Background: an optimization exercise with open tools, aiming at small area. Do not read the settings as production practice. Only simulation tests tie the RTL to the original design; equivalence was not proved. No driver is modelled on the clock port, so clocking that relies on it looks cheaper here than on a real chip.

the baseline:
==> module MyUART, before the edit <==
module MyUART
				(
				input clk,reset_n,
				input [11:0] FinalValue,
				input [7:0] w_data,
				input wr_en,
				output T_full,
				output reg tx,
				input rx,
				output reg [7:0] r_data,
				input rd_en,
				output R_empty,
				output error_check
				);
				reg [11:0] q;
				reg tick;                                   
				wire hit = (q == FinalValue);
				always @ (posedge clk, negedge reset_n)
					if (~reset_n)
						q <= 12'd0;
					else
						q <= hit ? 12'd0 : q + 1'b1;
				always @ (posedge clk)
					tick <= hit;
				reg [63:0] t_sr;
				reg [3:0] t_k;
				wire [3:0] t_m = ~t_k;
				wire t_empty = t_m[3];
				assign T_full = (t_m == 4'd7);
				wire [7:0] t_head;
				RdMux t_mux (.sel(8'd1 << t_m[2:0]), .d(t_sr), .q(t_head));
				wire t_push = wr_en && !T_full;
				wire t_pop;
				always @ (posedge clk)
					if (t_push)
						t_sr <= {t_sr[55:0], w_data};
				always @ (posedge clk, negedge reset_n)
					if (~reset_n)
						t_k <= 4'd0;
					else if (t_push && !t_pop)
						t_k <= t_k - 1'b1;
					else if (t_pop && !t_push)
						t_k <= t_k + 1'b1;
				reg [3:0] t_sx;
				wire [3:0] t_s = t_sx ^ 4'd2;
				reg [3:0] t_c;
				reg [7:0] t_st;
				wire t_idle = (t_s == 4'd2);
				wire t_last = tick && (t_c == 4'd15);
				wire t_bit = t_st[0];
				assign t_pop = t_idle && !t_empty;
				always @ (posedge clk, negedge reset_n)
					if (~reset_n)
						t_sx <= 4'd0;
					else if (t_pop)
						t_sx <= 4'd7 ^ 4'd2;
					else if (!t_idle && t_last)
						t_sx <= (t_s + 1'b1) ^ 4'd2;
				always @ (posedge clk)
					if (t_pop)
						t_c <= 4'd0;
					else if (tick)
						t_c <= t_c + 1'b1;
				always @ (posedge clk)
					if (t_pop)
						t_st <= t_head;
					else if (t_last && t_s[3])
						t_st <= {t_st[0] ^ t_st[7], t_st[7:1]};
				reg tx_next;
				always @ (*)
					if (t_s[3])
						tx_next = t_bit;
					else if (t_s == 4'd7)
						tx_next = 1'b0;
					else if (t_s == 4'd0)
						tx_next = t_st[6];
					else
						tx_next = 1'b1;
				always @ (posedge clk, negedge reset_n)
					if (~reset_n)
						tx <= 1'b1;
					else
						tx <= tx_next;
				reg [3:0] r_sx;
				wire [3:0] r_s = r_sx ^ 4'd2;
				reg [3:0] r_c;
				reg [7:0] r_st;
				reg r_par;
				wire r_idle = (r_s == 4'd2);
				wire r_last = tick && (r_c == 4'd15);
				wire r_go = r_idle && !rx;
				wire r_done = r_last && (r_s == 4'd0);
				assign error_check = r_done && (r_par == rx);
				always @ (posedge clk, negedge reset_n)
					if (~reset_n)
						r_sx <= 4'd0;
					else if (r_go)
						r_sx <= 4'd7 ^ 4'd2;
					else if (!r_idle && r_last)
						r_sx <= (r_s + 1'b1) ^ 4'd2;
				always @ (posedge clk)
					if (r_go)
						r_c <= 4'd8;
					else if (tick)
						r_c <= r_c + 1'b1;
				always @ (posedge clk)
					if (r_last)
						r_st <= {rx, r_st[7:1]};
				always @ (posedge clk)
					if (r_s == 4'd7)
						r_par <= 1'b0;
					else if (r_last)
						r_par <= r_par ^ rx;
				reg [63:0] r_sr;
				reg [3:0] r_k;
				wire [3:0] r_m = ~r_k;
				assign R_empty = r_m[3];
				wire r_full = (r_m == 4'd7);
				wire [7:0] r_head;
				wire r_pop;
				RdMux r_mux (.sel({8{r_pop}} & (8'd1 << r_m[2:0])), .d(r_sr), .q(r_head));
				wire r_push = r_done && !r_full;
				assign r_pop = rd_en && !R_empty;
				always @ (posedge clk)
					if (r_push)
						r_sr <= {r_sr[55:0], r_st};
				always @ (posedge clk, negedge reset_n)
					if (~reset_n)
						r_k <= 4'd0;
					else if (r_push && !r_pop)
						r_k <= r_k - 1'b1;
					else if (r_pop && !r_push)
						r_k <= r_k + 1'b1;
				always @ (posedge clk, negedge reset_n)
					if (~reset_n)
						r_data <= 8'd0;
					else
						r_data <= r_head | ({8{~r_pop}} & r_data);
endmodule
Settings: LEC_CHECK=0, CAP_MARGIN=20, CORE_MARGIN=2, CORE_UTILIZATION=78, SLEW_MARGIN=20; clock period 10.0 ns.
standard.sh (not shown) runs the stock make flow with config.mk's settings and CLKGATE_MAP_FILE= SYNTH_SCRIPT=/design/flow/synth_recipe.tcl, a recipe that flattens the netlist after the stock synthesis.
==> flow/flow/run.sh <==
#!/bin/bash
# Layout flow: the standard layout (standard.sh) with these changes:
#  - synthesis maps the logic with flow/abc_area_nf.script (area-oriented ABC
#    mapping with relaxed delay, no buffering or upsizing) in place of ORFS's
#    abc_speed.script; everything else in synthesis is ORFS's and the standard flow's own
#    (synth_recipe.tcl), so the registers, their names and cells are unchanged;
#  - port buffers are sky130_fd_sc_hd__buf_1;
#  - CTS builds the tree from clkbuf_4 cells and inserts no dummy loads;
#  - after CTS, flow/fix_clk.tcl resizes each clock buffer to the smallest
#    clkbuf that keeps flip-flop clock-pin slews under 110 ps.
# Each ORFS step writes its full log under orfs/logs/ (fix_clk.tcl's output is
# in 4_1_cts.log); make's output goes to standard.log.
set -euo pipefail
rm -rf orfs_scripts
cp -r "$FLOW_HOME/scripts" orfs_scripts
cp flow/abc_area_nf.script orfs_scripts/abc_speed.script
bash standard.sh \
  "SCRIPTS_DIR=$PWD/orfs_scripts" \
  "BUFFER_PORTS_ARGS=-buffer_cell sky130_fd_sc_hd__buf_1" \
  "CTS_ARGS=-sink_clustering_enable -repair_clock_nets -dont_use_dummy_load -buf_list sky130_fd_sc_hd__clkbuf_4" \
  "POST_CTS_TCL=$PWD/flow/fix_clk.tcl" \
  finish > standard.log 2>&1
Other scripts of this flow, unchanged in this note and not shown: flow/flow/abc_area_nf.script, flow/flow/fix_clk.tcl
#### Input delta (the candidate over the baseline)
diff --git a/flow/design.v b/flow/design.v
--- a/flow/design.v
+++ b/flow/design.v
@@ -49,27 +49,31 @@
 					if (~reset_n)
 						t_k <= 4'd0;
 					else if (t_push && !t_pop)
 						t_k <= t_k - 1'b1;
 					else if (t_pop && !t_push)
 						t_k <= t_k + 1'b1;
-				reg [3:0] t_sx;
+				reg [2:0] t_sxr;                           
+				reg t_sx2;                                 
+				wire [3:0] t_sx = {t_sxr[2], t_sx2, t_sxr[1:0]};
 				wire [3:0] t_s = t_sx ^ 4'd2;
 				reg [3:0] t_c;
 				reg [7:0] t_st;
-				wire t_idle = (t_s == 4'd2);
+				wire t_idle = !t_sx[3] && !t_sx[1] && !t_sx[0];
 				wire t_last = tick && (t_c == 4'd15);
 				wire t_bit = t_st[0];
 				assign t_pop = t_idle && !t_empty;
+				wire [3:0] t_sx_next = t_pop ? 4'd7 ^ 4'd2 :
+				                        (!t_idle && t_last) ? (t_s + 1'b1) ^ 4'd2 : t_sx;
 				always @ (posedge clk, negedge reset_n)
 					if (~reset_n)
-						t_sx <= 4'd0;
-					else if (t_pop)
-						t_sx <= 4'd7 ^ 4'd2;
-					else if (!t_idle && t_last)
-						t_sx <= (t_s + 1'b1) ^ 4'd2;
+						t_sxr <= 3'd0;
+					else
+						t_sxr <= {t_sx_next[3], t_sx_next[1:0]};
+				always @ (posedge clk)
+					t_sx2 <= t_sx_next[2];
 				always @ (posedge clk)
 					if (t_pop)
 						t_c <= 4'd0;
 					else if (tick)
 						t_c <= t_c + 1'b1;
 				always @ (posedge clk)
@@ -89,29 +93,33 @@
 						tx_next = 1'b1;
 				always @ (posedge clk, negedge reset_n)
 					if (~reset_n)
 						tx <= 1'b1;
 					else
 						tx <= tx_next;
-				reg [3:0] r_sx;
+				reg [2:0] r_sxr;                           
+				reg r_sx2;                                 
+				wire [3:0] r_sx = {r_sxr[2], r_sx2, r_sxr[1:0]};
 				wire [3:0] r_s = r_sx ^ 4'd2;
 				reg [3:0] r_c;
 				reg [7:0] r_st;
 				reg r_par;
-				wire r_idle = (r_s == 4'd2);
+				wire r_idle = !r_sx[3] && !r_sx[1] && !r_sx[0];
 				wire r_last = tick && (r_c == 4'd15);
 				wire r_go = r_idle && !rx;
 				wire r_done = r_last && (r_s == 4'd0);
 				assign error_check = r_done && (r_par == rx);
+				wire [3:0] r_sx_next = r_go ? 4'd7 ^ 4'd2 :
+				                        (!r_idle && r_last) ? (r_s + 1'b1) ^ 4'd2 : r_sx;
 				always @ (posedge clk, negedge reset_n)
 					if (~reset_n)
-						r_sx <= 4'd0;
-					else if (r_go)
-						r_sx <= 4'd7 ^ 4'd2;
-					else if (!r_idle && r_last)
-						r_sx <= (r_s + 1'b1) ^ 4'd2;
+						r_sxr <= 3'd0;
+					else
+						r_sxr <= {r_sx_next[3], r_sx_next[1:0]};
+				always @ (posedge clk)
+					r_sx2 <= r_sx_next[2];
 				always @ (posedge clk)
 					if (r_go)
 						r_c <= 4'd8;
 					else if (tick)
 						r_c <= r_c + 1'b1;
 				always @ (posedge clk)
==> comparison <==
- The candidate completed; timing, DRC and antenna clean
- [compare] base=the baseline new=the candidate: floorplan die height comparable; setup slack now larger; routed length on met2 now larger.
- Clock-pin slew of the registers on the worst-case setup and hold paths: the candidate vs the baseline — no meaningful difference
- Gate count after technology mapping: the baseline vs the candidate — no meaningful difference
- When the final numbers for the baseline and the candidate were put side by side, the clock period minus worst slack turned out to be greater in the baseline.

## re-timing with driven ports
The results above use ideal ports. As a check the final layouts listed here were re-extracted and re-timed, cells and wires unchanged. Step 1 assumes that a clkbuf_16 drives the clock port and a buf_2 every other input. Step 2 moves the port delays by t, midway between the first and last clock arrival at a register: inputs arrive t later, outputs are due t later. That takes back most of the time a late clock gives input paths. a / b / c = ideal ports / drivers / drivers and shift; a / b = the first two.
run	t (ns)	setup WS [ns]	worst setup path after step 2	worst slew at a driven data input, ns
the baseline	0.583	5.326 / 5.295 / 5.397	input to output	0.03
the candidate	0.574	5.368 / 5.338 / 5.382	input to output	0.03
After both steps setup and hold are still met in every run listed.
